Source: an optimization exercise on an open RTL-to-GDS flow (aim: small area and a short achievable clock period). Production flows keep margins and buffers that such runs may drop.
Only the layout flow was run in this run; the RTL was not checked for function there.
Power figures rest on the tool's default switching activity, not on a simulated workload.

`flow/run.sh`:
```
#!/bin/bash
# Layout flow: the standard synthesis, then an inverter clean-up around the
# full-adder cells (polarity.py) and a re-map of the remaining gates
# (remap.tcl, ABC area script), then the standard layout steps with plain
# buf_1 port buffers and a setup-repair target of MARGIN ns.
set -euo pipefail
MARGIN=8
R=orfs/results/sky130hd/balance_cntrl/base
bash standard.sh SYNTH_KEEP_MODULES=fa_cell synth > 1_standard_synth.log 2>&1
cp $R/1_2_yosys.v std_1_2_yosys.v
python3 flow/polarity.py std_1_2_yosys.v pol.v > 2_polarity.log 2>&1
export REMAP_IN=pol.v REMAP_OUT=remap.v
export REMAP_LIB=$FLOW_HOME/platforms/sky130hd/lib/sky130_fd_sc_hd__tt_025C_1v80.lib
export REMAP_ABC_SCRIPT=$FLOW_HOME/scripts/abc_area.script
export REMAP_DONT_USE="$(sed -n '/DONT_USE_CELLS += /,/^$/p' $FLOW_HOME/platforms/sky130hd/config.mk | grep -o 'sky130_fd_sc_hd__[a-z0-9_]*' | tr '\n' ' ')"
yosys -c flow/remap.tcl > 3_remap.log 2>&1
cp remap.v $R/1_2_yosys.v
rm -f $R/1_synth.odb $R/1_synth.sdc
ARGS=(SYNTH_KEEP_MODULES=fa_cell "BUFFER_PORTS_ARGS=-buffer_cell sky130_fd_sc_hd__buf_1")
if [ "$MARGIN" != "none" ]; then
  ARGS+=("SETUP_SLACK_MARGIN=$MARGIN")
fi
bash standard.sh "${ARGS[@]}" finish > 4_standard_finish.log 2>&1
```
`flow/polarity.py`:
```
#!/usr/bin/env python3
"""Inverter clean-up around full adders in a flat sky130 gate netlist.

A full adder is self-dual: FA(~a, ~b, ~c) = (~sum, ~cout).  Each fa cell may
therefore run in inverted polarity.  This pass picks a polarity per fa cell
that needs the fewest inverters, removes the design's free inverters and adds
back one inverter per net whose complement some pin still needs.
Usage: polarity.py in.v out.v"""
import re, sys, collections

src = open(sys.argv[1]).read()
INV = re.compile(r'sky130_fd_sc_hd__(inv|clkinv)_\d+$')
FA = re.compile(r'sky130_fd_sc_hd__fa_\d+$')
OUTP = {'X', 'Y', 'Q', 'Q_N', 'SUM', 'COUT', 'HI', 'LO'}

m = re.search(r'\bmodule\s+(\w+)\s*\((.*?)\);(.*)\bendmodule', src, re.S)
top, portlist, body = m.group(1), m.group(2), m.group(3)
stmts = [s.strip() for s in body.split(';')]
cells = []      # [typ, name, {pin: net}]
other = []      # non-cell statements, kept verbatim
cre = re.compile(r'^(sky130_fd_sc_hd__\w+)\s+(\S+)\s*\((.*)\)$', re.S)
for s in stmts:
    if not s:
        continue
    mm = cre.match(s)
    if mm:
        pins = {p: n.strip() for p, n in re.findall(r'\.(\w+)\(([^()]*)\)', mm.group(3))}
        cells.append([mm.group(1), mm.group(2), pins])
    else:
        other.append(s)

# nets used by non-cell statements (assigns, ports) stay fixed
fixed_nets = set()
for s in other:
    if s.startswith('assign'):
        for tok in re.findall(r'\\\S+|[A-Za-z_][\w$]*(?:\[\d+\])?', s[len('assign'):]):
            fixed_nets.add(tok)
ports = set()
for s in other:
    mm = re.match(r'^(input|output|inout)\s*(\[(\d+):(\d+)\])?\s*(.*)$', s, re.S)
    if mm:
        names = [x.strip() for x in mm.group(5).split(',')]
        for n in names:
            if mm.group(2):
                a, b = int(mm.group(3)), int(mm.group(4))
                for i in range(min(a, b), max(a, b) + 1):
                    ports.add('%s[%d]' % (n, i))
            ports.add(n)
fixed_nets |= ports

driver = {}
for c in cells:
    for p, n in c[2].items():
        if p in OUTP:
            driver[n] = c

def is_free_inv(c):
    return INV.match(c[0]) and c[2]['Y'] not in fixed_nets

def root(n):
    par = 0
    seen = 0
    while n in driver and is_free_inv(driver[n]) and seen < 100:
        n = driver[n][2]['A']
        par ^= 1
        seen += 1
    return n, par

fas = [c for c in cells if FA.match(c[0])]
fa_idx = {c[1]: i for i, c in enumerate(fas)}
out_of = {}    # net -> fa index (physical driver)
for i, c in enumerate(fas):
    out_of[c[2]['SUM']] = i
    out_of[c[2]['COUT']] = i

# consumers: (cell, pin, root, parity, fa_index or None)
cons = []
for c in cells:
    if is_free_inv(c):
        continue
    for p, n in c[2].items():
        if p in OUTP:
            continue
        r, k = root(n)
        cons.append((c, p, r, k, fa_idx.get(c[1]) if FA.match(c[0]) else None))

f = [0] * len(fas)
def need(ci):
    c, p, r, k, w = cons[ci]
    ph = f[out_of[r]] if r in out_of else 0
    return k ^ ph ^ (f[w] if w is not None else 0)

by_root = collections.defaultdict(list)
for i, cc in enumerate(cons):
    by_root[cc[2]].append(i)
touch = collections.defaultdict(set)
for i, cc in enumerate(cons):
    if cc[4] is not None:
        touch[cc[4]].add(cc[2])
for i, c in enumerate(fas):
    touch[i].add(c[2]['SUM'])
    touch[i].add(c[2]['COUT'])

def cost_root(r):
    return 1 if any(need(i) for i in by_root[r]) else 0

def total():
    return sum(cost_root(r) for r in by_root)

before = total()
improved = True
it = 0
while improved and it < 50:
    improved = False
    it += 1
    for i in range(len(fas)):
        rs = touch[i]
        c0 = sum(cost_root(r) for r in rs)
        f[i] ^= 1
        c1 = sum(cost_root(r) for r in rs)
        if c1 < c0:
            improved = True
        else:
            f[i] ^= 1
after = total()

# rebuild
new_cells = [c for c in cells if not is_free_inv(c)]
old_inv = len(cells) - len(new_cells)
inv_net = {}
extra = []
wires = []
k = 0
for i, cc in enumerate(cons):
    c, p, r, par, w = cc
    if need(i):
        if r not in inv_net:
            k += 1
            nn = 'polinv_%d' % k
            inv_net[r] = nn
            wires.append(nn)
            extra.append(['sky130_fd_sc_hd__inv_1', 'polinv_cell_%d' % k, {'A': r, 'Y': nn}])
        c[2][p] = inv_net[r]
    else:
        c[2][p] = r

def emit(c):
    pins = ',\n'.join('    .%s(%s)' % (p, n + (' ' if n.startswith('\\') else '')) for p, n in c[2].items())
    return '  %s %s (\n%s\n  );' % (c[0], c[1], pins)

out = ['module %s(%s);' % (top, portlist)]
for s in other:
    out.append('  ' + s + ' ;')
for w_ in wires:
    out.append('  wire %s;' % w_)
for c in new_cells + extra:
    out.append(emit(c))
out.append('endmodule')
head = src[:m.start()]
open(sys.argv[2], 'w').write(head + '\n'.join(out) + '\n')
sys.stderr.write('polarity: %d fa cells, %d flipped, inverters %d -> %d (cost %d -> %d)\n'
                 % (len(fas), sum(f), old_inv, len(extra), before, after))
```
`flow/remap.tcl`:
```
# Re-map the random logic around the kept adder cells and flip-flops.
# env: REMAP_IN, REMAP_OUT, REMAP_LIB, REMAP_ABC_SCRIPT, REMAP_DONT_USE
yosys -import
set L $::env(REMAP_LIB)
read_liberty -ignore_miss_func -ignore_buses $L
read_verilog -defer $::env(REMAP_IN)
hierarchy -top balance_cntrl
foreach c {fa_1 fa_2 fa_4 dfrtp_1 dfrtp_2 dfrtp_4 dfxtp_1 conb_1} {
  catch { blackbox sky130_fd_sc_hd__$c }
}
flatten
opt_clean -purge
techmap
opt -fast
set dont_use {}
foreach c $::env(REMAP_DONT_USE) { lappend dont_use -dont_use $c }
abc -script $::env(REMAP_ABC_SCRIPT) -liberty $L {*}$dont_use
opt_clean -purge

stat -liberty $L
write_verilog -noattr -noexpr -nohex -nodec -selected $::env(REMAP_OUT)
```
`standard.sh`:
```
#!/bin/bash
# synth_recipe.tcl (not shown) runs the flow's synth.tcl, then flattens the netlist and writes it again
# the make line also repeats each setting of config.mk as NAME=value (left out here)
make -C /OpenROAD-flow-scripts/flow DESIGN_CONFIG=/design/flow/config.mk WORK_HOME=/design/flow/orfs CLKGATE_MAP_FILE= SYNTH_SCRIPT=/design/flow/synth_recipe.tcl "${@:-finish}"
```
`config.mk`:
```
export PLATFORM = sky130hd
export DESIGN_NAME = balance_cntrl
export DESIGN_NICKNAME = balance_cntrl
export VERILOG_FILES = /design/flow/design.v
export SDC_FILE = /design/flow/constraint.sdc
export NUM_CORES = 4
export LEC_CHECK = 0
export ABC_AREA = 1
export CAP_MARGIN = 20
export CORE_MARGIN = 2
export CORE_UTILIZATION = 65
export SLEW_MARGIN = 20
```
`constraint.sdc`:
```
create_clock -name core_clock -period 35.0 [get_ports {clk}]
set_input_delay 7.0000 -clock core_clock [delete_from_list [all_inputs] [get_ports {clk}]]
set_output_delay 7.0000 -clock core_clock [all_outputs]
set_load 0.01 [all_outputs]
```
`design.v`:
```
module PID(
input clk, rst_n,
input pwr_up,
input logic [17:0] integrator_in,
output logic signed [17:0] integrator,
output logic [7:0] ss_tmr
);
logic [10:0] pre;
logic [10:0] pre_inc;
logic [7:0] ss_inc;
logic [11:0] pc;
logic [8:0] sc;
always_comb begin
  pc[0] = 1'b1;
  for (int k = 0; k < 11; k++) begin
    pre_inc[k] = pre[k] ^ pc[k];
    pc[k+1] = pc[k] & pre[k];
  end
  sc[0] = pc[11] & !(&ss_tmr);
  for (int k = 0; k < 8; k++) begin
    ss_inc[k] = ss_tmr[k] ^ sc[k];
    sc[k+1] = sc[k] & ss_tmr[k];
  end
end
always_ff @(posedge clk, negedge rst_n) begin
  if (!rst_n)
    integrator <= 18'h00000;
  else
    integrator <= integrator_in;
end
always_ff @(posedge clk, negedge rst_n) begin
  if (!rst_n) begin
    pre <= 11'h000;
    ss_tmr <= 8'h00;
  end else if (!pwr_up) begin
    pre <= 11'h000;
    ss_tmr <= 8'h00;
  end else begin
    pre <= pre_inc;
    ss_tmr <= ss_inc;
  end
end
endmodule
module SegwayMath(
input vld, pwr_up, rider_off,
input logic signed [15:0] ptch,
input logic signed [15:0] ptch_rt,
input logic [11:0] steer_pot,
input logic en_steer,
input logic signed [17:0] integrator,
input logic [7:0] ss_tmr,
output logic [17:0] integrator_in,
output logic signed [11:0] lft_spd,
output logic signed [11:0] rght_spd,
output logic too_fast
);
wire e_pos = !ptch[15] && |ptch[14:9];
wire e_neg = ptch[15] && !(&ptch[14:9]);
wire [9:0] e = e_pos ? 10'h1FF : e_neg ? 10'h200 : ptch[9:0];
wire [17:0] isum;
wire ov = (integrator[17] == e[9]) && (isum[17] != integrator[17]);
assign integrator_in = rider_off ? 18'h00000 : (vld && !ov) ? isum : integrator;
wire i_pos = !integrator[17] && |integrator[16:15];
wire i_neg = integrator[17] && !(&integrator[16:15]);
wire [14:0] I_term = i_pos ? 15'h3FFF : i_neg ? 15'h4000 : integrator[15:1];
wire [9:0] r = ptch_rt[15:6];
wire pot_hi = (&steer_pot[11:9]) && (|steer_pot[8:0]);
wire pot_lo = !(|steer_pot[11:9]);
wire [11:0] lim = pot_hi ? 12'hE00 : pot_lo ? 12'h200 : steer_pot;
wire [9:0] st3;
wire [9:0] st = en_steer ? st3 : 10'h000;
wire [15:0] PID_sum;
wire pos_sat = !PID_sum[15] && |PID_sum[14:11];
wire neg_sat = PID_sum[15] && !(&PID_sum[14:11]);
wire [11:0] X = pos_sat ? 12'h7FF : neg_sat ? 12'h800 : PID_sum[11:0];
wire [12:0] lt, rt;
wire [12:0] PID_ss;
wire [8:0] lap, lam, rap, ram;
wire l_hi, l_pos, l_sm, l_lo, l_fast, r_hi, r_pos, r_sm, r_lo, r_fast;
wire n1 = integrator[0] ^ e[0];
wire n2 = integrator[0] & e[0];
wire n3, n4;
fa_cell un3 (.a(integrator[1]), .b(e[1]), .c(n2), .s(n3), .co(n4));
wire n5, n6;
fa_cell un5 (.a(integrator[2]), .b(e[2]), .c(n4), .s(n5), .co(n6));
wire n7, n8;
fa_cell un7 (.a(integrator[3]), .b(e[3]), .c(n6), .s(n7), .co(n8));
wire n9, n10;
fa_cell un9 (.a(integrator[4]), .b(e[4]), .c(n8), .s(n9), .co(n10));
wire n11, n12;
fa_cell un11 (.a(integrator[5]), .b(e[5]), .c(n10), .s(n11), .co(n12));
wire n13, n14;
fa_cell un13 (.a(integrator[6]), .b(e[6]), .c(n12), .s(n13), .co(n14));
wire n15, n16;
fa_cell un15 (.a(integrator[7]), .b(e[7]), .c(n14), .s(n15), .co(n16));
wire n17, n18;
fa_cell un17 (.a(integrator[8]), .b(e[8]), .c(n16), .s(n17), .co(n18));
wire n19, n20;
fa_cell un19 (.a(integrator[9]), .b(e[9]), .c(n18), .s(n19), .co(n20));
wire n21, n22;
fa_cell un21 (.a(integrator[10]), .b(e[9]), .c(n20), .s(n21), .co(n22));
wire n23, n24;
fa_cell un23 (.a(integrator[11]), .b(e[9]), .c(n22), .s(n23), .co(n24));
wire n25, n26;
fa_cell un25 (.a(integrator[12]), .b(e[9]), .c(n24), .s(n25), .co(n26));
wire n27, n28;
fa_cell un27 (.a(integrator[13]), .b(e[9]), .c(n26), .s(n27), .co(n28));
wire n29, n30;
fa_cell un29 (.a(integrator[14]), .b(e[9]), .c(n28), .s(n29), .co(n30));
wire n31, n32;
fa_cell un31 (.a(integrator[15]), .b(e[9]), .c(n30), .s(n31), .co(n32));
wire n33, n34;
fa_cell un33 (.a(integrator[16]), .b(e[9]), .c(n32), .s(n33), .co(n34));
wire n35, n36;
fa_cell un35 (.a(integrator[17]), .b(e[9]), .c(n34), .s(n35), .co(n36));
wire n37 = I_term[0] ^ e[0];
wire n38 = I_term[0] | e[0];
wire n39, n40;
fa_cell un39 (.a(I_term[1]), .b(e[1]), .c(n38), .s(n39), .co(n40));
wire n41 = ~r[2];
wire n42, n43;
fa_cell un42 (.a(I_term[2]), .b(n41), .c(e[2]), .s(n42), .co(n43));
wire n44, n45;
fa_cell un44 (.a(I_term[3]), .b(e[3]), .c(e[0]), .s(n44), .co(n45));
wire n46 = ~r[3];
wire n47, n48;
fa_cell un47 (.a(n46), .b(n43), .c(n44), .s(n47), .co(n48));
wire n49, n50;
fa_cell un49 (.a(I_term[4]), .b(e[4]), .c(e[1]), .s(n49), .co(n50));
wire n51 = ~r[4];
wire n52, n53;
fa_cell un52 (.a(n51), .b(n45), .c(n49), .s(n52), .co(n53));
wire n54, n55;
fa_cell un54 (.a(I_term[5]), .b(e[5]), .c(e[2]), .s(n54), .co(n55));
wire n56 = ~r[5];
wire n57, n58;
fa_cell un57 (.a(n56), .b(n50), .c(n54), .s(n57), .co(n58));
wire n59, n60;
fa_cell un59 (.a(I_term[6]), .b(e[6]), .c(e[3]), .s(n59), .co(n60));
wire n61 = ~r[6];
wire n62, n63;
fa_cell un62 (.a(n61), .b(n55), .c(n59), .s(n62), .co(n63));
wire n64, n65;
fa_cell un64 (.a(I_term[7]), .b(e[7]), .c(e[4]), .s(n64), .co(n65));
wire n66 = ~r[7];
wire n67, n68;
fa_cell un67 (.a(n66), .b(n60), .c(n64), .s(n67), .co(n68));
wire n69, n70;
fa_cell un69 (.a(I_term[8]), .b(e[8]), .c(e[5]), .s(n69), .co(n70));
wire n71 = ~r[8];
wire n72, n73;
fa_cell un72 (.a(n71), .b(n65), .c(n69), .s(n72), .co(n73));
wire n74, n75;
fa_cell un74 (.a(I_term[9]), .b(r[9]), .c(e[6]), .s(n74), .co(n75));
wire n76 = ~e[9];
wire n77, n78;
fa_cell un77 (.a(n76), .b(n70), .c(n74), .s(n77), .co(n78));
wire n79 = I_term[10] ^ e[7];
wire n80 = I_term[10] | e[7];
wire n81 = ~n79;
wire n82, n83;
fa_cell un82 (.a(n81), .b(n75), .c(n78), .s(n82), .co(n83));
wire n84 = I_term[11] ^ e[8];
wire n85 = I_term[11] | e[8];
wire n86 = ~n84;
wire n87, n88;
fa_cell un87 (.a(n80), .b(n86), .c(n83), .s(n87), .co(n88));
wire n89 = ~e[9];
wire n90, n91;
fa_cell un90 (.a(I_term[12]), .b(n89), .c(n85), .s(n90), .co(n91));
wire n92 = I_term[13] ^ n91;
wire n93 = I_term[13] | n91;
wire n94 = r[0] ^ n37;
wire n95 = ~r[0] & ~n37;
wire n96 = r[1] ^ n39;
wire n97 = ~r[1] & n39;
wire n98 = n40 ^ n42;
wire n99 = n40 & n42;
wire n100 = n48 ^ n52;
wire n101 = n48 & n52;
wire n102 = n53 ^ n57;
wire n103 = n53 & n57;
wire n104 = n58 ^ n62;
wire n105 = n58 & n62;
wire n106 = n63 ^ n67;
wire n107 = n63 & n67;
wire n108 = n68 ^ n72;
wire n109 = n68 & n72;
wire n110 = n73 ^ n77;
wire n111 = n73 & n77;
wire n112 = n88 ^ n90;
wire n113 = n88 & n90;
wire n114 = I_term[14] ^ n93;
wire n115 = ~I_term[14] & n93;
wire n116 = n98 & n97;
wire n117 = n99 | n116;
wire n118 = n98 & ~n96;
wire n119 = n100 & n47;
wire n120 = n104 & n103;
wire n121 = n105 | n120;
wire n122 = n104 & n102;
wire n123 = n108 & n107;
wire n124 = n109 | n123;
wire n125 = n108 & n106;
wire n126 = n82 & n111;
wire n127 = n82 & n110;
wire n128 = n112 & n87;
wire n129 = ~n114 & ~n92;
wire n130 = ~n96 & n95;
wire n131 = n97 | n130;
wire n132 = n118 & n95;
wire n133 = n117 | n132;
wire n134 = n102 & n101;
wire n135 = n103 | n134;
wire n136 = n102 & n119;
wire n137 = n122 & n101;
wire n138 = n121 | n137;
wire n139 = n122 & n119;
wire n140 = n110 & n124;
wire n141 = n111 | n140;
wire n142 = n110 & n125;
wire n143 = n127 & n124;
wire n144 = n126 | n143;
wire n145 = n127 & n125;
wire n146 = ~n92 & n113;
wire n147 = ~n92 & n128;
wire n148 = n129 & n113;
wire n149 = n115 | n148;
wire n150 = n129 & n128;
wire n151 = n47 & n133;
wire n152 = n119 & n133;
wire n153 = n101 | n152;
wire n154 = n136 & n133;
wire n155 = n135 | n154;
wire n156 = n139 & n133;
wire n157 = n138 | n156;
wire n158 = n87 & n144;
wire n159 = n87 & n145;
wire n160 = n128 & n144;
wire n161 = n113 | n160;
wire n162 = n128 & n145;
wire n163 = n147 & n144;
wire n164 = n146 | n163;
wire n165 = n147 & n145;
wire n166 = n150 & n144;
wire n167 = n149 | n166;
wire n168 = n150 & n145;
wire n169 = n106 & n157;
wire n170 = n107 | n169;
wire n171 = n125 & n157;
wire n172 = n124 | n171;
wire n173 = n142 & n157;
wire n174 = n141 | n173;
wire n175 = n145 & n157;
wire n176 = n144 | n175;
wire n177 = n159 & n157;
wire n178 = n158 | n177;
wire n179 = n162 & n157;
wire n180 = n161 | n179;
wire n181 = n165 & n157;
wire n182 = n164 | n181;
wire n183 = n168 & n157;
wire n184 = n167 | n183;
wire n185 = n96 ^ n95;
wire n186 = n98 ^ n131;
wire n187 = n47 ^ n133;
wire n188 = n100 ^ n151;
wire n189 = n102 ^ n153;
wire n190 = n104 ^ n155;
wire n191 = n106 ^ n157;
wire n192 = n108 ^ n170;
wire n193 = n110 ^ n172;
wire n194 = n82 ^ n174;
wire n195 = n87 ^ n176;
wire n196 = n112 ^ n178;
wire n197 = n92 ^ n180;
wire n198 = n114 ^ n182;
wire n199 = ~(ss_tmr[0] & X[0]);
wire n200 = ~(ss_tmr[0] & X[1]);
wire n201 = ~(ss_tmr[0] & X[2]);
wire n202 = ~(ss_tmr[0] & X[3]);
wire n203 = ~(ss_tmr[0] & X[4]);
wire n204 = ~(ss_tmr[0] & X[5]);
wire n205 = ~(ss_tmr[0] & X[6]);
wire n206 = ~(ss_tmr[0] & X[7]);
wire n207 = ~(ss_tmr[0] & X[8]);
wire n208 = ~(ss_tmr[0] & X[9]);
wire n209 = ~(ss_tmr[0] & X[10]);
wire n210 = ~(ss_tmr[0] & X[11]);
wire n211 = ~(ss_tmr[1] & X[0]);
wire n212 = ~(ss_tmr[1] & X[1]);
wire n213 = ~(ss_tmr[1] & X[2]);
wire n214 = ~(ss_tmr[1] & X[3]);
wire n215 = ~(ss_tmr[1] & X[4]);
wire n216 = ~(ss_tmr[1] & X[5]);
wire n217 = ~(ss_tmr[1] & X[6]);
wire n218 = ~(ss_tmr[1] & X[7]);
wire n219 = ~(ss_tmr[1] & X[8]);
wire n220 = ~(ss_tmr[1] & X[9]);
wire n221 = ~(ss_tmr[1] & X[10]);
wire n222 = ~(ss_tmr[1] & X[11]);
wire n223 = ~(ss_tmr[2] & X[0]);
wire n224 = ~(ss_tmr[2] & X[1]);
wire n225 = ~(ss_tmr[2] & X[2]);
wire n226 = ~(ss_tmr[2] & X[3]);
wire n227 = ~(ss_tmr[2] & X[4]);
wire n228 = ~(ss_tmr[2] & X[5]);
wire n229 = ~(ss_tmr[2] & X[6]);
wire n230 = ~(ss_tmr[2] & X[7]);
wire n231 = ~(ss_tmr[2] & X[8]);
wire n232 = ~(ss_tmr[2] & X[9]);
wire n233 = ~(ss_tmr[2] & X[10]);
wire n234 = ~(ss_tmr[2] & X[11]);
wire n235 = ~(ss_tmr[3] & X[0]);
wire n236 = ~(ss_tmr[3] & X[1]);
wire n237 = ~(ss_tmr[3] & X[2]);
wire n238 = ~(ss_tmr[3] & X[3]);
wire n239 = ~(ss_tmr[3] & X[4]);
wire n240 = ~(ss_tmr[3] & X[5]);
wire n241 = ~(ss_tmr[3] & X[6]);
wire n242 = ~(ss_tmr[3] & X[7]);
wire n243 = ~(ss_tmr[3] & X[8]);
wire n244 = ~(ss_tmr[3] & X[9]);
wire n245 = ~(ss_tmr[3] & X[10]);
wire n246 = ~(ss_tmr[3] & X[11]);
wire n247 = ~(ss_tmr[4] & X[0]);
wire n248 = ~(ss_tmr[4] & X[1]);
wire n249 = ~(ss_tmr[4] & X[2]);
wire n250 = ~(ss_tmr[4] & X[3]);
wire n251 = ~(ss_tmr[4] & X[4]);
wire n252 = ~(ss_tmr[4] & X[5]);
wire n253 = ~(ss_tmr[4] & X[6]);
wire n254 = ~(ss_tmr[4] & X[7]);
wire n255 = ~(ss_tmr[4] & X[8]);
wire n256 = ~(ss_tmr[4] & X[9]);
wire n257 = ~(ss_tmr[4] & X[10]);
wire n258 = ~(ss_tmr[4] & X[11]);
wire n259 = ~(ss_tmr[5] & X[0]);
wire n260 = ~(ss_tmr[5] & X[1]);
wire n261 = ~(ss_tmr[5] & X[2]);
wire n262 = ~(ss_tmr[5] & X[3]);
wire n263 = ~(ss_tmr[5] & X[4]);
wire n264 = ~(ss_tmr[5] & X[5]);
wire n265 = ~(ss_tmr[5] & X[6]);
wire n266 = ~(ss_tmr[5] & X[7]);
wire n267 = ~(ss_tmr[5] & X[8]);
wire n268 = ~(ss_tmr[5] & X[9]);
wire n269 = ~(ss_tmr[5] & X[10]);
wire n270 = ~(ss_tmr[5] & X[11]);
wire n271 = ~(ss_tmr[6] & X[0]);
wire n272 = ~(ss_tmr[6] & X[1]);
wire n273 = ~(ss_tmr[6] & X[2]);
wire n274 = ~(ss_tmr[6] & X[3]);
wire n275 = ~(ss_tmr[6] & X[4]);
wire n276 = ~(ss_tmr[6] & X[5]);
wire n277 = ~(ss_tmr[6] & X[6]);
wire n278 = ~(ss_tmr[6] & X[7]);
wire n279 = ~(ss_tmr[6] & X[8]);
wire n280 = ~(ss_tmr[6] & X[9]);
wire n281 = ~(ss_tmr[6] & X[10]);
wire n282 = ~(ss_tmr[6] & X[11]);
wire n283 = ~(ss_tmr[7] & X[0]);
wire n284 = ~(ss_tmr[7] & X[1]);
wire n285 = ~(ss_tmr[7] & X[2]);
wire n286 = ~(ss_tmr[7] & X[3]);
wire n287 = ~(ss_tmr[7] & X[4]);
wire n288 = ~(ss_tmr[7] & X[5]);
wire n289 = ~(ss_tmr[7] & X[6]);
wire n290 = ~(ss_tmr[7] & X[7]);
wire n291 = ~(ss_tmr[7] & X[8]);
wire n292 = ~(ss_tmr[7] & X[9]);
wire n293 = ~(ss_tmr[7] & X[10]);
wire n294 = ~(ss_tmr[7] & X[11]);
wire n295 = n205 ^ n216;
wire n296 = ~n205 & ~n216;
wire n297, n298;
fa_cell un297 (.a(n206), .b(n217), .c(n228), .s(n297), .co(n298));
wire n299 = n239 ^ n250;
wire n300 = ~n239 & ~n250;
wire n301, n302;
fa_cell un301 (.a(n207), .b(n218), .c(n229), .s(n301), .co(n302));
wire n303, n304;
fa_cell un303 (.a(n240), .b(n251), .c(n262), .s(n303), .co(n304));
wire n305, n306;
fa_cell un305 (.a(n208), .b(n219), .c(n230), .s(n305), .co(n306));
wire n307, n308;
fa_cell un307 (.a(n241), .b(n252), .c(n263), .s(n307), .co(n308));
wire n309, n310;
fa_cell un309 (.a(n209), .b(n220), .c(n231), .s(n309), .co(n310));
wire n311, n312;
fa_cell un311 (.a(n242), .b(n253), .c(n264), .s(n311), .co(n312));
wire n313 = n210 ^ n221;
wire n314 = n210 | ~n221;
wire n315, n316;
fa_cell un315 (.a(n232), .b(n243), .c(n254), .s(n315), .co(n316));
wire n317 = n265 ^ n276;
wire n318 = ~n265 & ~n276;
wire n319 = ~n222;
wire n320, n321;
fa_cell un320 (.a(n319), .b(n233), .c(n244), .s(n320), .co(n321));
wire n322, n323;
fa_cell un322 (.a(n255), .b(n266), .c(n277), .s(n322), .co(n323));
wire n324 = ~n234;
wire n325, n326;
fa_cell un325 (.a(n324), .b(n245), .c(n256), .s(n325), .co(n326));
wire n327 = n203 ^ n214;
wire n328 = ~n203 & ~n214;
wire n329, n330;
fa_cell un329 (.a(n204), .b(n215), .c(n226), .s(n329), .co(n330));
wire n331 = n237 ^ n248;
wire n332 = ~n237 & ~n248;
wire n333, n334;
fa_cell un333 (.a(n227), .b(n238), .c(n249), .s(n333), .co(n334));
wire n335 = ~n295;
wire n336, n337;
fa_cell un336 (.a(n260), .b(n271), .c(n335), .s(n336), .co(n337));
wire n338, n339;
fa_cell un338 (.a(n261), .b(n272), .c(n283), .s(n338), .co(n339));
wire n340 = ~n297;
wire n341, n342;
fa_cell un341 (.a(n296), .b(n299), .c(n340), .s(n341), .co(n342));
wire n343 = ~n300;
wire n344, n345;
fa_cell un344 (.a(n273), .b(n284), .c(n343), .s(n344), .co(n345));
wire n346, n347;
fa_cell un346 (.a(n298), .b(n301), .c(n303), .s(n346), .co(n347));
wire n348, n349;
fa_cell un348 (.a(n274), .b(n285), .c(n302), .s(n348), .co(n349));
wire n350, n351;
fa_cell un350 (.a(n304), .b(n305), .c(n307), .s(n350), .co(n351));
wire n352, n353;
fa_cell un352 (.a(n275), .b(n286), .c(n306), .s(n352), .co(n353));
wire n354, n355;
fa_cell un354 (.a(n308), .b(n309), .c(n311), .s(n354), .co(n355));
wire n356, n357;
fa_cell un356 (.a(n287), .b(n310), .c(n312), .s(n356), .co(n357));
wire n358 = ~n315;
wire n359, n360;
fa_cell un359 (.a(n313), .b(n317), .c(n358), .s(n359), .co(n360));
wire n361 = ~n288;
wire n362, n363;
fa_cell un362 (.a(n361), .b(n314), .c(n318), .s(n362), .co(n363));
wire n364, n365;
fa_cell un364 (.a(n316), .b(n322), .c(n320), .s(n364), .co(n365));
wire n366, n367;
fa_cell un366 (.a(n267), .b(n278), .c(n289), .s(n366), .co(n367));
wire n368, n369;
fa_cell un368 (.a(n323), .b(n321), .c(n325), .s(n368), .co(n369));
wire n370 = ~n246;
wire n371, n372;
fa_cell un371 (.a(n370), .b(n257), .c(n268), .s(n371), .co(n372));
wire n373, n374;
fa_cell un373 (.a(n279), .b(n290), .c(n326), .s(n373), .co(n374));
wire n375 = ~n258;
wire n376, n377;
fa_cell un376 (.a(n375), .b(n269), .c(n280), .s(n376), .co(n377));
wire n378 = n202 ^ n213;
wire n379 = ~n202 & ~n213;
wire n380, n381;
fa_cell un380 (.a(n225), .b(n236), .c(n247), .s(n380), .co(n381));
wire n382 = ~n259;
wire n383, n384;
fa_cell un383 (.a(n382), .b(n328), .c(n331), .s(n383), .co(n384));
wire n385 = ~n332;
wire n386, n387;
fa_cell un386 (.a(n385), .b(n330), .c(n333), .s(n386), .co(n387));
wire n388, n389;
fa_cell un388 (.a(n334), .b(n338), .c(n337), .s(n388), .co(n389));
wire n390, n391;
fa_cell un390 (.a(n339), .b(n344), .c(n346), .s(n390), .co(n391));
wire n392, n393;
fa_cell un392 (.a(n345), .b(n347), .c(n348), .s(n392), .co(n393));
wire n394, n395;
fa_cell un394 (.a(n349), .b(n351), .c(n352), .s(n394), .co(n395));
wire n396, n397;
fa_cell un396 (.a(n353), .b(n355), .c(n356), .s(n396), .co(n397));
wire n398 = ~n357;
wire n399, n400;
fa_cell un399 (.a(n362), .b(n398), .c(n360), .s(n399), .co(n400));
wire n401, n402;
fa_cell un401 (.a(n366), .b(n365), .c(n368), .s(n401), .co(n402));
wire n403, n404;
fa_cell un403 (.a(n367), .b(n371), .c(n369), .s(n403), .co(n404));
wire n405, n406;
fa_cell un405 (.a(n291), .b(n372), .c(n376), .s(n405), .co(n406));
wire n407 = ~n270;
wire n408, n409;
fa_cell un408 (.a(n407), .b(n281), .c(n292), .s(n408), .co(n409));
wire n410 = n201 ^ n212;
wire n411 = ~n201 & ~n212;
wire n412 = ~n378;
wire n413, n414;
fa_cell un413 (.a(n224), .b(n235), .c(n412), .s(n413), .co(n414));
wire n415 = ~n380;
wire n416, n417;
fa_cell un416 (.a(n379), .b(n327), .c(n415), .s(n416), .co(n417));
wire n418 = ~n383;
wire n419, n420;
fa_cell un419 (.a(n381), .b(n329), .c(n418), .s(n419), .co(n420));
wire n421 = ~n384;
wire n422, n423;
fa_cell un422 (.a(n421), .b(n336), .c(n386), .s(n422), .co(n423));
wire n424 = ~n341;
wire n425, n426;
fa_cell un425 (.a(n387), .b(n424), .c(n388), .s(n425), .co(n426));
wire n427 = ~n342;
wire n428, n429;
fa_cell un428 (.a(n427), .b(n389), .c(n390), .s(n428), .co(n429));
wire n430, n431;
fa_cell un430 (.a(n350), .b(n391), .c(n392), .s(n430), .co(n431));
wire n432, n433;
fa_cell un432 (.a(n354), .b(n393), .c(n394), .s(n432), .co(n433));
wire n434 = ~n359;
wire n435, n436;
fa_cell un435 (.a(n434), .b(n395), .c(n396), .s(n435), .co(n436));
wire n437 = ~n399;
wire n438, n439;
fa_cell un438 (.a(n364), .b(n397), .c(n437), .s(n438), .co(n439));
wire n440 = ~n401;
wire n441, n442;
fa_cell un441 (.a(n363), .b(n400), .c(n440), .s(n441), .co(n442));
wire n443, n444;
fa_cell un443 (.a(n373), .b(n402), .c(n403), .s(n443), .co(n444));
wire n445, n446;
fa_cell un445 (.a(n405), .b(n374), .c(n404), .s(n445), .co(n446));
wire n447, n448;
fa_cell un447 (.a(n408), .b(n377), .c(n406), .s(n447), .co(n448));
wire n449 = ~n282;
wire n450, n451;
fa_cell un450 (.a(n449), .b(n293), .c(n409), .s(n450), .co(n451));
wire n452 = n200 ^ n211;
wire n453 = ~n200 & ~n211;
wire n454 = n410 ^ n223;
wire n455 = n410 & ~n223;
wire n456 = n411 ^ n413;
wire n457 = n411 & ~n413;
wire n458 = n414 ^ n416;
wire n459 = ~n414 & n416;
wire n460 = n417 ^ n419;
wire n461 = n417 & ~n419;
wire n462 = n420 ^ n422;
wire n463 = ~n420 & ~n422;
wire n464 = n423 ^ n425;
wire n465 = ~n423 & ~n425;
wire n466 = ~n454 & n453;
wire n467 = n455 | n466;
wire n468 = ~n454 & n452;
wire n469 = ~n458 & n457;
wire n470 = n459 | n469;
wire n471 = ~n458 & ~n456;
wire n472 = n462 & n461;
wire n473 = n463 | n472;
wire n474 = n462 & ~n460;
wire n475 = n474 & n470;
wire n476 = n473 | n475;
wire n477 = n474 & n471;
wire n478 = n477 & n467;
wire n479 = n476 | n478;
wire n480 = n464 & n479;
wire n481 = n465 | n480;
wire n482 = &lim[2:0];
wire n483 = &lim[3:0];
wire n484 = n482 & ~lim[3];
wire n485, n486;
fa_cell un485 (.a(lim[4]), .b(lim[5]), .c(n483), .s(n485), .co(n486));
wire n487, n488;
fa_cell un487 (.a(lim[5]), .b(lim[6]), .c(n486), .s(n487), .co(n488));
wire n489, n490;
fa_cell un489 (.a(lim[6]), .b(lim[7]), .c(n488), .s(n489), .co(n490));
wire n491, n492;
fa_cell un491 (.a(lim[7]), .b(lim[8]), .c(n490), .s(n491), .co(n492));
wire n493, n494;
fa_cell un493 (.a(lim[8]), .b(lim[9]), .c(n492), .s(n493), .co(n494));
wire n495, n496;
fa_cell un495 (.a(lim[9]), .b(lim[10]), .c(n494), .s(n495), .co(n496));
wire n497 = ~lim[11];
wire n498, n499;
fa_cell un498 (.a(lim[10]), .b(n497), .c(n496), .s(n498), .co(n499));
wire n500 = ~n499;
wire n501, n502;
fa_cell un501 (.a(lim[11]), .b(lim[11]), .c(n500), .s(n501), .co(n502));
wire n503, n504;
fa_cell un503 (.a(lim[11]), .b(lim[11]), .c(n502), .s(n503), .co(n504));
wire n505, n506;
fa_cell un505 (.a(lim[3]), .b(lim[4]), .c(n484), .s(n505), .co(n506));
wire n507 = n485 ^ n506;
wire n508 = n485 & n506;
wire n509 = n487 ^ n508;
wire n510 = n487 & n508;
wire n511 = n489 ^ n510;
wire n512 = n489 & n510;
wire n513 = n491 ^ n512;
wire n514 = n491 & n512;
wire n515 = n493 ^ n514;
wire n516 = n493 & n514;
wire n517 = n495 ^ n516;
wire n518 = n495 & n516;
wire n519 = n498 ^ n518;
wire n520 = n498 & n518;
wire n521 = n501 ^ n520;
wire n522 = ~n501 & n520;
wire n523 = n503 ^ n522;
wire n524 = ~n503 & n522;
wire n525 = ~n481;
wire n526, n527;
fa_cell un526 (.a(n426), .b(n428), .c(n525), .s(n526), .co(n527));
wire n528, n529;
fa_cell un528 (.a(n429), .b(n430), .c(n527), .s(n528), .co(n529));
wire n530, n531;
fa_cell un530 (.a(n431), .b(n432), .c(n529), .s(n530), .co(n531));
wire n532, n533;
fa_cell un532 (.a(n433), .b(n435), .c(n531), .s(n532), .co(n533));
wire n534, n535;
fa_cell un534 (.a(n436), .b(n438), .c(n533), .s(n534), .co(n535));
wire n536 = ~n441;
wire n537, n538;
fa_cell un537 (.a(n439), .b(n536), .c(n535), .s(n537), .co(n538));
wire n539 = ~n442;
wire n540, n541;
fa_cell un540 (.a(n539), .b(n443), .c(n538), .s(n540), .co(n541));
wire n542, n543;
fa_cell un542 (.a(n444), .b(n445), .c(n541), .s(n542), .co(n543));
wire n544, n545;
fa_cell un544 (.a(n446), .b(n447), .c(n543), .s(n544), .co(n545));
wire n546, n547;
fa_cell un546 (.a(n448), .b(n450), .c(n545), .s(n546), .co(n547));
wire n548 = ~n294;
wire n549, n550;
fa_cell un549 (.a(n451), .b(n548), .c(n547), .s(n549), .co(n550));
wire n551 = PID_ss[0] ^ st[0];
wire n552 = PID_ss[0] & st[0];
wire n553, n554;
fa_cell un553 (.a(PID_ss[1]), .b(st[1]), .c(n552), .s(n553), .co(n554));
wire n555, n556;
fa_cell un555 (.a(PID_ss[2]), .b(st[2]), .c(n554), .s(n555), .co(n556));
wire n557, n558;
fa_cell un557 (.a(PID_ss[3]), .b(st[3]), .c(n556), .s(n557), .co(n558));
wire n559, n560;
fa_cell un559 (.a(PID_ss[4]), .b(st[4]), .c(n558), .s(n559), .co(n560));
wire n561, n562;
fa_cell un561 (.a(PID_ss[5]), .b(st[5]), .c(n560), .s(n561), .co(n562));
wire n563, n564;
fa_cell un563 (.a(PID_ss[6]), .b(st[6]), .c(n562), .s(n563), .co(n564));
wire n565, n566;
fa_cell un565 (.a(PID_ss[7]), .b(st[7]), .c(n564), .s(n565), .co(n566));
wire n567, n568;
fa_cell un567 (.a(PID_ss[8]), .b(st[8]), .c(n566), .s(n567), .co(n568));
wire n569, n570;
fa_cell un569 (.a(PID_ss[9]), .b(st[9]), .c(n568), .s(n569), .co(n570));
wire n571, n572;
fa_cell un571 (.a(PID_ss[10]), .b(st[9]), .c(n570), .s(n571), .co(n572));
wire n573, n574;
fa_cell un573 (.a(PID_ss[11]), .b(st[9]), .c(n572), .s(n573), .co(n574));
wire n575, n576;
fa_cell un575 (.a(PID_ss[12]), .b(st[9]), .c(n574), .s(n575), .co(n576));
wire n577 = lt[4] & lt[3];
wire n578 = ~lt[5] & n577;
wire n579 = lt[5] | n578;
wire n580 = lt[6] & n579;
wire n581 = ~lt[7] & n580;
wire n582 = lt[7] | n581;
wire n583 = lt[8] & n582;
wire n584 = lt[9] & n583;
wire n585 = lt[10] & n584;
wire n586 = lt[11] & n585;
wire n587 = lt[4] ^ lt[3];
wire n588 = lt[5] ^ n577;
wire n589 = lt[6] ^ n579;
wire n590 = lt[7] ^ n580;
wire n591 = lt[8] ^ n582;
wire n592 = lt[9] ^ n583;
wire n593 = lt[10] ^ n584;
wire n594 = lt[11] ^ n585;
wire n595 = ~lt[4] & lt[3];
wire n596 = lt[4] | n595;
wire n597 = lt[5] & n596;
wire n598 = ~lt[6] & n597;
wire n599 = lt[6] | n598;
wire n600 = lt[7] & n599;
wire n601 = ~lt[8] & n600;
wire n602 = lt[8] | n601;
wire n603 = ~lt[9] & n602;
wire n604 = lt[9] | n603;
wire n605 = ~lt[10] & n604;
wire n606 = lt[10] | n605;
wire n607 = ~lt[11] & n606;
wire n608 = lt[11] | n607;
wire n609 = lt[4] ^ lt[3];
wire n610 = lt[5] ^ n596;
wire n611 = lt[6] ^ n597;
wire n612 = lt[7] ^ n599;
wire n613 = lt[8] ^ n600;
wire n614 = lt[9] ^ n602;
wire n615 = lt[10] ^ n604;
wire n616 = lt[11] ^ n606;
wire n617 = (lt[9] & (lt[8] & (lt[7] | (lt[6] & (lt[5] | (lt[4] & lt[3]))))));
wire n618 = (lt[6] | (lt[5] & (lt[4] | (lt[3] & (lt[2] | (lt[1] & lt[0]))))));
wire n619 = (lt[7] & (lt[6] & (lt[5] | (lt[4] & (lt[3] | (lt[2] & lt[1]))))));
wire n620 = (lt[9] | (lt[8] | (lt[7] & (lt[6] | (lt[5] & (lt[4] | lt[3]))))));
wire n621 = (lt[6] & (lt[5] | (lt[4] & (lt[3] & (lt[2] | (lt[1] | lt[0]))))));
wire n622 = PID_ss[0] ^ st[0];
wire n623 = PID_ss[0] | ~st[0];
wire n624 = ~st[1];
wire n625, n626;
fa_cell un625 (.a(PID_ss[1]), .b(n624), .c(n623), .s(n625), .co(n626));
wire n627 = ~st[2];
wire n628, n629;
fa_cell un628 (.a(PID_ss[2]), .b(n627), .c(n626), .s(n628), .co(n629));
wire n630 = ~st[3];
wire n631, n632;
fa_cell un631 (.a(PID_ss[3]), .b(n630), .c(n629), .s(n631), .co(n632));
wire n633 = ~st[4];
wire n634, n635;
fa_cell un634 (.a(PID_ss[4]), .b(n633), .c(n632), .s(n634), .co(n635));
wire n636 = ~st[5];
wire n637, n638;
fa_cell un637 (.a(PID_ss[5]), .b(n636), .c(n635), .s(n637), .co(n638));
wire n639 = ~st[6];
wire n640, n641;
fa_cell un640 (.a(PID_ss[6]), .b(n639), .c(n638), .s(n640), .co(n641));
wire n642 = ~st[7];
wire n643, n644;
fa_cell un643 (.a(PID_ss[7]), .b(n642), .c(n641), .s(n643), .co(n644));
wire n645 = ~st[8];
wire n646, n647;
fa_cell un646 (.a(PID_ss[8]), .b(n645), .c(n644), .s(n646), .co(n647));
wire n648 = ~st[9];
wire n649, n650;
fa_cell un649 (.a(PID_ss[9]), .b(n648), .c(n647), .s(n649), .co(n650));
wire n651 = ~st[9];
wire n652, n653;
fa_cell un652 (.a(PID_ss[10]), .b(n651), .c(n650), .s(n652), .co(n653));
wire n654 = ~st[9];
wire n655, n656;
fa_cell un655 (.a(PID_ss[11]), .b(n654), .c(n653), .s(n655), .co(n656));
wire n657 = ~st[9];
wire n658, n659;
fa_cell un658 (.a(PID_ss[12]), .b(n657), .c(n656), .s(n658), .co(n659));
wire n660 = rt[4] & rt[3];
wire n661 = ~rt[5] & n660;
wire n662 = rt[5] | n661;
wire n663 = rt[6] & n662;
wire n664 = ~rt[7] & n663;
wire n665 = rt[7] | n664;
wire n666 = rt[8] & n665;
wire n667 = rt[9] & n666;
wire n668 = rt[10] & n667;
wire n669 = rt[11] & n668;
wire n670 = rt[4] ^ rt[3];
wire n671 = rt[5] ^ n660;
wire n672 = rt[6] ^ n662;
wire n673 = rt[7] ^ n663;
wire n674 = rt[8] ^ n665;
wire n675 = rt[9] ^ n666;
wire n676 = rt[10] ^ n667;
wire n677 = rt[11] ^ n668;
wire n678 = ~rt[4] & rt[3];
wire n679 = rt[4] | n678;
wire n680 = rt[5] & n679;
wire n681 = ~rt[6] & n680;
wire n682 = rt[6] | n681;
wire n683 = rt[7] & n682;
wire n684 = ~rt[8] & n683;
wire n685 = rt[8] | n684;
wire n686 = ~rt[9] & n685;
wire n687 = rt[9] | n686;
wire n688 = ~rt[10] & n687;
wire n689 = rt[10] | n688;
wire n690 = ~rt[11] & n689;
wire n691 = rt[11] | n690;
wire n692 = rt[4] ^ rt[3];
wire n693 = rt[5] ^ n679;
wire n694 = rt[6] ^ n680;
wire n695 = rt[7] ^ n682;
wire n696 = rt[8] ^ n683;
wire n697 = rt[9] ^ n685;
wire n698 = rt[10] ^ n687;
wire n699 = rt[11] ^ n689;
wire n700 = (rt[9] & (rt[8] & (rt[7] | (rt[6] & (rt[5] | (rt[4] & rt[3]))))));
wire n701 = (rt[6] | (rt[5] & (rt[4] | (rt[3] & (rt[2] | (rt[1] & rt[0]))))));
wire n702 = (rt[7] & (rt[6] & (rt[5] | (rt[4] & (rt[3] | (rt[2] & rt[1]))))));
wire n703 = (rt[9] | (rt[8] | (rt[7] & (rt[6] | (rt[5] & (rt[4] | rt[3]))))));
wire n704 = (rt[6] & (rt[5] | (rt[4] & (rt[3] & (rt[2] | (rt[1] | rt[0]))))));
assign isum[0] = n1;
assign isum[1] = n3;
assign isum[2] = n5;
assign isum[3] = n7;
assign isum[4] = n9;
assign isum[5] = n11;
assign isum[6] = n13;
assign isum[7] = n15;
assign isum[8] = n17;
assign isum[9] = n19;
assign isum[10] = n21;
assign isum[11] = n23;
assign isum[12] = n25;
assign isum[13] = n27;
assign isum[14] = n29;
assign isum[15] = n31;
assign isum[16] = n33;
assign isum[17] = n35;
assign PID_sum[0] = n94;
assign PID_sum[1] = ~n185;
assign PID_sum[2] = n186;
assign PID_sum[3] = n187;
assign PID_sum[4] = n188;
assign PID_sum[5] = n189;
assign PID_sum[6] = n190;
assign PID_sum[7] = n191;
assign PID_sum[8] = n192;
assign PID_sum[9] = n193;
assign PID_sum[10] = n194;
assign PID_sum[11] = n195;
assign PID_sum[12] = n196;
assign PID_sum[13] = ~n197;
assign PID_sum[14] = ~n198;
assign PID_sum[15] = ~n184;
assign st3[0] = n505;
assign st3[1] = n507;
assign st3[2] = n509;
assign st3[3] = n511;
assign st3[4] = n513;
assign st3[5] = n515;
assign st3[6] = n517;
assign st3[7] = n519;
assign st3[8] = ~n521;
assign st3[9] = ~n523;
assign PID_ss[0] = ~n526;
assign PID_ss[1] = ~n528;
assign PID_ss[2] = ~n530;
assign PID_ss[3] = ~n532;
assign PID_ss[4] = ~n534;
assign PID_ss[5] = ~n537;
assign PID_ss[6] = ~n540;
assign PID_ss[7] = ~n542;
assign PID_ss[8] = ~n544;
assign PID_ss[9] = ~n546;
assign PID_ss[10] = ~n549;
assign PID_ss[11] = n550;
assign PID_ss[12] = n550;
assign lt[0] = n551;
assign lt[1] = n553;
assign lt[2] = n555;
assign lt[3] = n557;
assign lt[4] = n559;
assign lt[5] = n561;
assign lt[6] = n563;
assign lt[7] = n565;
assign lt[8] = n567;
assign lt[9] = n569;
assign lt[10] = n571;
assign lt[11] = n573;
assign lt[12] = n575;
assign lap[0] = ~lt[3];
assign lam[0] = ~lt[3];
assign lap[1] = n587;
assign lam[1] = ~n609;
assign lap[2] = ~n588;
assign lam[2] = n610;
assign lap[3] = n589;
assign lam[3] = ~n611;
assign lap[4] = ~n590;
assign lam[4] = n612;
assign lap[5] = n591;
assign lam[5] = ~n613;
assign lap[6] = n592;
assign lam[6] = ~n614;
assign lap[7] = n593;
assign lam[7] = ~n615;
assign lap[8] = n594;
assign lam[8] = ~n616;
assign l_hi = (lt[11] | (lt[10] & n617));
assign l_pos = (lt[11] | (lt[10] | (lt[9] | (lt[8] | (lt[7] | n618)))));
assign l_sm = (lt[11] & (lt[10] & (lt[9] & (lt[8] & n619))));
assign l_lo = (lt[11] & (lt[10] | n620));
assign l_fast = (lt[11] | (lt[10] & (lt[9] | (lt[8] & (lt[7] | n621)))));
assign rt[0] = n622;
assign rt[1] = n625;
assign rt[2] = n628;
assign rt[3] = n631;
assign rt[4] = n634;
assign rt[5] = n637;
assign rt[6] = n640;
assign rt[7] = n643;
assign rt[8] = n646;
assign rt[9] = n649;
assign rt[10] = n652;
assign rt[11] = n655;
assign rt[12] = n658;
assign rap[0] = ~rt[3];
assign ram[0] = ~rt[3];
assign rap[1] = n670;
assign ram[1] = ~n692;
assign rap[2] = ~n671;
assign ram[2] = n693;
assign rap[3] = n672;
assign ram[3] = ~n694;
assign rap[4] = ~n673;
assign ram[4] = n695;
assign rap[5] = n674;
assign ram[5] = ~n696;
assign rap[6] = n675;
assign ram[6] = ~n697;
assign rap[7] = n676;
assign ram[7] = ~n698;
assign rap[8] = n677;
assign ram[8] = ~n699;
assign r_hi = (rt[11] | (rt[10] & n700));
assign r_pos = (rt[11] | (rt[10] | (rt[9] | (rt[8] | (rt[7] | n701)))));
assign r_sm = (rt[11] & (rt[10] & (rt[9] & (rt[8] & n702))));
assign r_lo = (rt[11] & (rt[10] | n703));
assign r_fast = (rt[11] | (rt[10] & (rt[9] | (rt[8] & (rt[7] | n704)))));
wire [11:0] l_y = !lt[12] ? (l_hi ? 12'h7FF : l_pos ? {lap, lt[2:0]} : {lt[9:0], 2'b00})
                          : (l_sm ? {lt[9:0], 2'b00} : l_lo ? {lam, lt[2:0]} : 12'h800);
wire [11:0] r_y = !rt[12] ? (r_hi ? 12'h7FF : r_pos ? {rap, rt[2:0]} : {rt[9:0], 2'b00})
                          : (r_sm ? {rt[9:0], 2'b00} : r_lo ? {ram, rt[2:0]} : 12'h800);
assign lft_spd = pwr_up ? l_y : 12'h000;
assign rght_spd = pwr_up ? r_y : 12'h000;
assign too_fast = pwr_up && ((!lt[12] && l_fast) || (!rt[12] && r_fast));
endmodule
module fa_cell(input a, b, c, output s, co);
assign s = a ^ b ^ c;
assign co = (a & b) | (a & c) | (b & c);
endmodule
module balance_cntrl
# (parameter fast_sim=1)
(
input clk, rst_n,
input vld, pwr_up, rider_off,
input logic signed [15:0] ptch,
input logic signed [15:0] ptch_rt,
input logic [11:0] steer_pot,
input logic en_steer,
output logic signed [11:0] lft_spd,
output logic signed [11:0] rght_spd,
output logic too_fast
);
logic signed [17:0] integrator;
logic [17:0] integrator_in;
logic [7:0] ss_tmr;
PID PID_balance (.clk(clk), .rst_n(rst_n), .pwr_up(pwr_up), .integrator_in(integrator_in),
                 .integrator(integrator), .ss_tmr(ss_tmr));
SegwayMath SegwayMath_balance (.vld(vld), .pwr_up(pwr_up), .rider_off(rider_off), .ptch(ptch),
                 .ptch_rt(ptch_rt), .steer_pot(steer_pot), .en_steer(en_steer),
                 .integrator(integrator), .ss_tmr(ss_tmr), .integrator_in(integrator_in),
                 .lft_spd(lft_spd), .rght_spd(rght_spd), .too_fast(too_fast));
endmodule
```
==> summary.md <==
| Metric | Value |
|---|---|
| Vert. Die Dim | ~110 um |
| Worst Path Arrival | 19.80 ns |
| Worst-Skew Late Latency | 0.29 ns |
| Worst-path clk slew | 0.06 ns |
| Core Region | ~0.011 mm^2 |
| Setup TNS Final | 0 ns |
| Hold Fails Final Rpt | 0 |
| Met2 wire len | 10.1 mm |
| Most common cell after layout, fill and taps aside | nand2_1 |
| CP startpoint kind | input pin |
| Worst r2r dst | PID_balance.integrator[0]$_DFFE_PN0P_ |
| WL per Instance | 16.3 um |
| Hold_buf cts | 0 |
| Met1 WL | around 8.4 mm |
| Slew @ Worst Pin | 1.02 ns |
| Slew headroom | 0.323 |
| Top sig layer | met4 |
| Reg-to-reg slack, setup | 25.61 ns |
| Setup CP Type | input pin to primary output |
| Total track usage | 0.316 |
| DRC | 0 |
| Fmax | 37.3 MHz |
| Commonest non-fill, non-tap cells in the layout | nand2_1 (190), inv_1 (155), nor2_1 (113) |
| H-tree levels | 2 |
| Clk_skew | slightly below 0.006 ns |
| Nets@finish | 1313 |
| Final Slew Violations | 0 |
| CTS tree | yes |
| Mapped Cells | 1008 |
| Die footprint | approximately 0.013 mm^2 |
| Starting Density | 0.666 |
| Crit path largest cell delay | 0.64 ns |
| Final worst-path cycle share | 0.766 |
| Worst Min Path Start | PID_balance.pre[9]$_DFF_PN0_ |
| Detail Route Antenna Nets | 0 |
| Filler cells | 815 |
| Critical Path End Type | primary output |
| Setup WS post-layout | 8.20 ns |
| CP required | ~28 ns |
| CP top delay family | adder cells |
| CP bufs+invs | 10 |
| Area Overhead vs Synth | 19.5% |
| Multi-input logic area | 0.00641 mm^2 |
| First-pass GRT wire length | 32.5 mm |
| Initial antenna violation count | 0 |
| Via count | 7282 |
| DP Worst Slack | 5.54 ns |
| Starting DRC count in detailed routing | 728 |
| Clk sinks | 37 |
| Pwr per Cell Area | 97.4 mW/mm^2 |
| End of the worst hold path | PID_balance.pre[9]$_DFF_PN0_ |
| Leakage Power | between 3 and 4 nW |
| CP max FO | 9 |
| RSZ-0062 raised after global routing | true |
| Final worst path period need | roughly 27 ns |
| Antenna cells | 0 |
| Sequential cell area | slightly above 900 um^2 |
| Max Cap Viol | 0 |
| Drt pass-1 iters | 6 |
| Number of global-route vias before repair | 7036 |
| Most common cell on crit path | fa_2 |
| Die Wd | ~110 um |
| Post-Syn Area | 0.00764 mm^2 |
| Yosys Warn Count | 1 |
| DP HPWL | about 14 mm |
| Gpl congestion | 0.946 |
| Outcome | finished clean |
| Net Count, Synth | roughly 1.2k |
| Max clock buf depth | 2 |
| Metal3 WL | 1.35 mm |
| Crit Reg-Reg Startpoint | PID_balance.integrator[0]$_DFFE_PN0P_ |
| WHS Path Cells | 1 |
| Largest net degree at the start of global routing | 38 |
| Core Rows | 39 |
| Synthesized area per cell | 7.58 um^2 |
| FF-to-FF path depth | 25 |
| Hold Crit Class | register to register |
| Slowest-stage cell, CP | fa_2 |
| Via-to-Cell Ratio | 5.76 |
| Detailed Route WL | roughly 21 mm |
| Final Setup Violations | 0 |
| PortBufs | 68 |
| Overflow after GRT | 0 |
| Root Driver | clkbuf_16 |
| Crit path depth | 63 |
| Total CTS buffers | 5 |
| Max VDD drop | 0.160 mV |
| Share of cells above drive strength 1 | 0.217 |
| Ports | 75 |
==> registers in the layout, summed over array words and instances (netlist names) <==
name	cells
PID_balance.integrator	18
PID_balance.ss_tmr	8
PID_balance.pre	11
==> routing by layer <==
metal,vias to the layer above,track usage
met5,-,0
met4,0,0.103
met3,63,0.0324
met2,344,0.519
met1,3483,0.449
li1,3392,-
==> per-stage QoR <==
stage	util	power [mW]	hold WS (ns)	instances	instance area (um^2)
after floorplan	-	0.533	0.433	1008	7660
after global placement	0.701	0.643	0.451	1209	8040
after detailed placement	0.701	0.649	0.453	1209	8040
after CTS	0.751	0.771	0.469	1240	8610
after global routing	0.796	0.961	0.496	1265	9130
final	0.796	0.889	0.472	1265	9130
==> worst max path at each step <==
stage	start	endpoint	slack (ns)
after floorplan	ptch[9]	lft_spd[0]	7.98
after global placement	ptch[15]	lft_spd[5]	5.61
after detailed placement	ptch[15]	lft_spd[5]	5.54
after CTS	ptch[11]	rght_spd[10]	8.00
after global routing	ptch[14]	lft_spd[2]	7.77
final	ptch[11]	lft_spd[2]	8.20
==> where the power goes <==
group          switching, mW  leakage, nW  internal [mW]  total (mW)
registers             0.0120        0.496         0.0527      0.0647
logic                  0.496         3.34          0.269       0.765
clock network         0.0189       0.0938         0.0407      0.0596
==> final cells by class <==
class	count	share of cell area
clock buffer	5	0.0137
clock inverter	3	0.00713
inverter	183	0.0775
multi-input combinational	777	0.702
sequential	37	0.101
tap	143	0.0196
timing repair buffer	117	0.0785
==> repair_timing <==
item / in CTS / in global routing
buffers inserted: 23 / 25
pin swaps: 14 / 34
resized for setup: 75 / 108
setup endpoints to repair: 25 / 25
==> worst register-to-register path, cell delays in order, from the launching register on <==
cell,delay (ns)
dfrtp_1,0.38
inv_1,0.10
a21oi_1,0.09
fa_1,0.40
fa_1,0.39
fa_1,0.39
fa_1,0.40
fa_1,0.41
fa_1,0.41
fa_1,0.42
fa_1,0.42
fa_1,0.41
fa_1,0.40
fa_1,0.41
fa_1,0.41
fa_1,0.41
fa_1,0.40
fa_1,0.40
fa_1,0.38
fa_1,0.52
inv_1,0.06
nand3_1,0.06
nand3_1,0.18
nand2_1,0.75
nand2_1,0.28
o32ai_1,0.40

separate check: timing with driven ports:
The flow's constraints put no driver on any port. The routed layout listed below was extracted and timed again, unchanged, in two steps.
Step 1, drivers: a clkbuf_16 drives clk and a buf_2 each remaining input, both assumed.
Step 2, shift: input delay + t, output delay - t, t = (earliest + latest rising clock arrival at the registers) / 2. This alone moves slack from input paths to output paths.
Three values: no drivers, after step 1, after step 2; two values: the first two.
t, ns: 0.323
slack for setup (ns): 8.197 / 8.159 / 8.159
worst register clock-pin slew, ns: 0.06 / 0.06
worst data-port slew with drivers (ns): 0.07
cell pins on the clock port's net: 1
After both steps this run still meets setup and hold. The setup slack of this run moves by -0.038 ns with the drivers and by -0.038 ns with both steps.
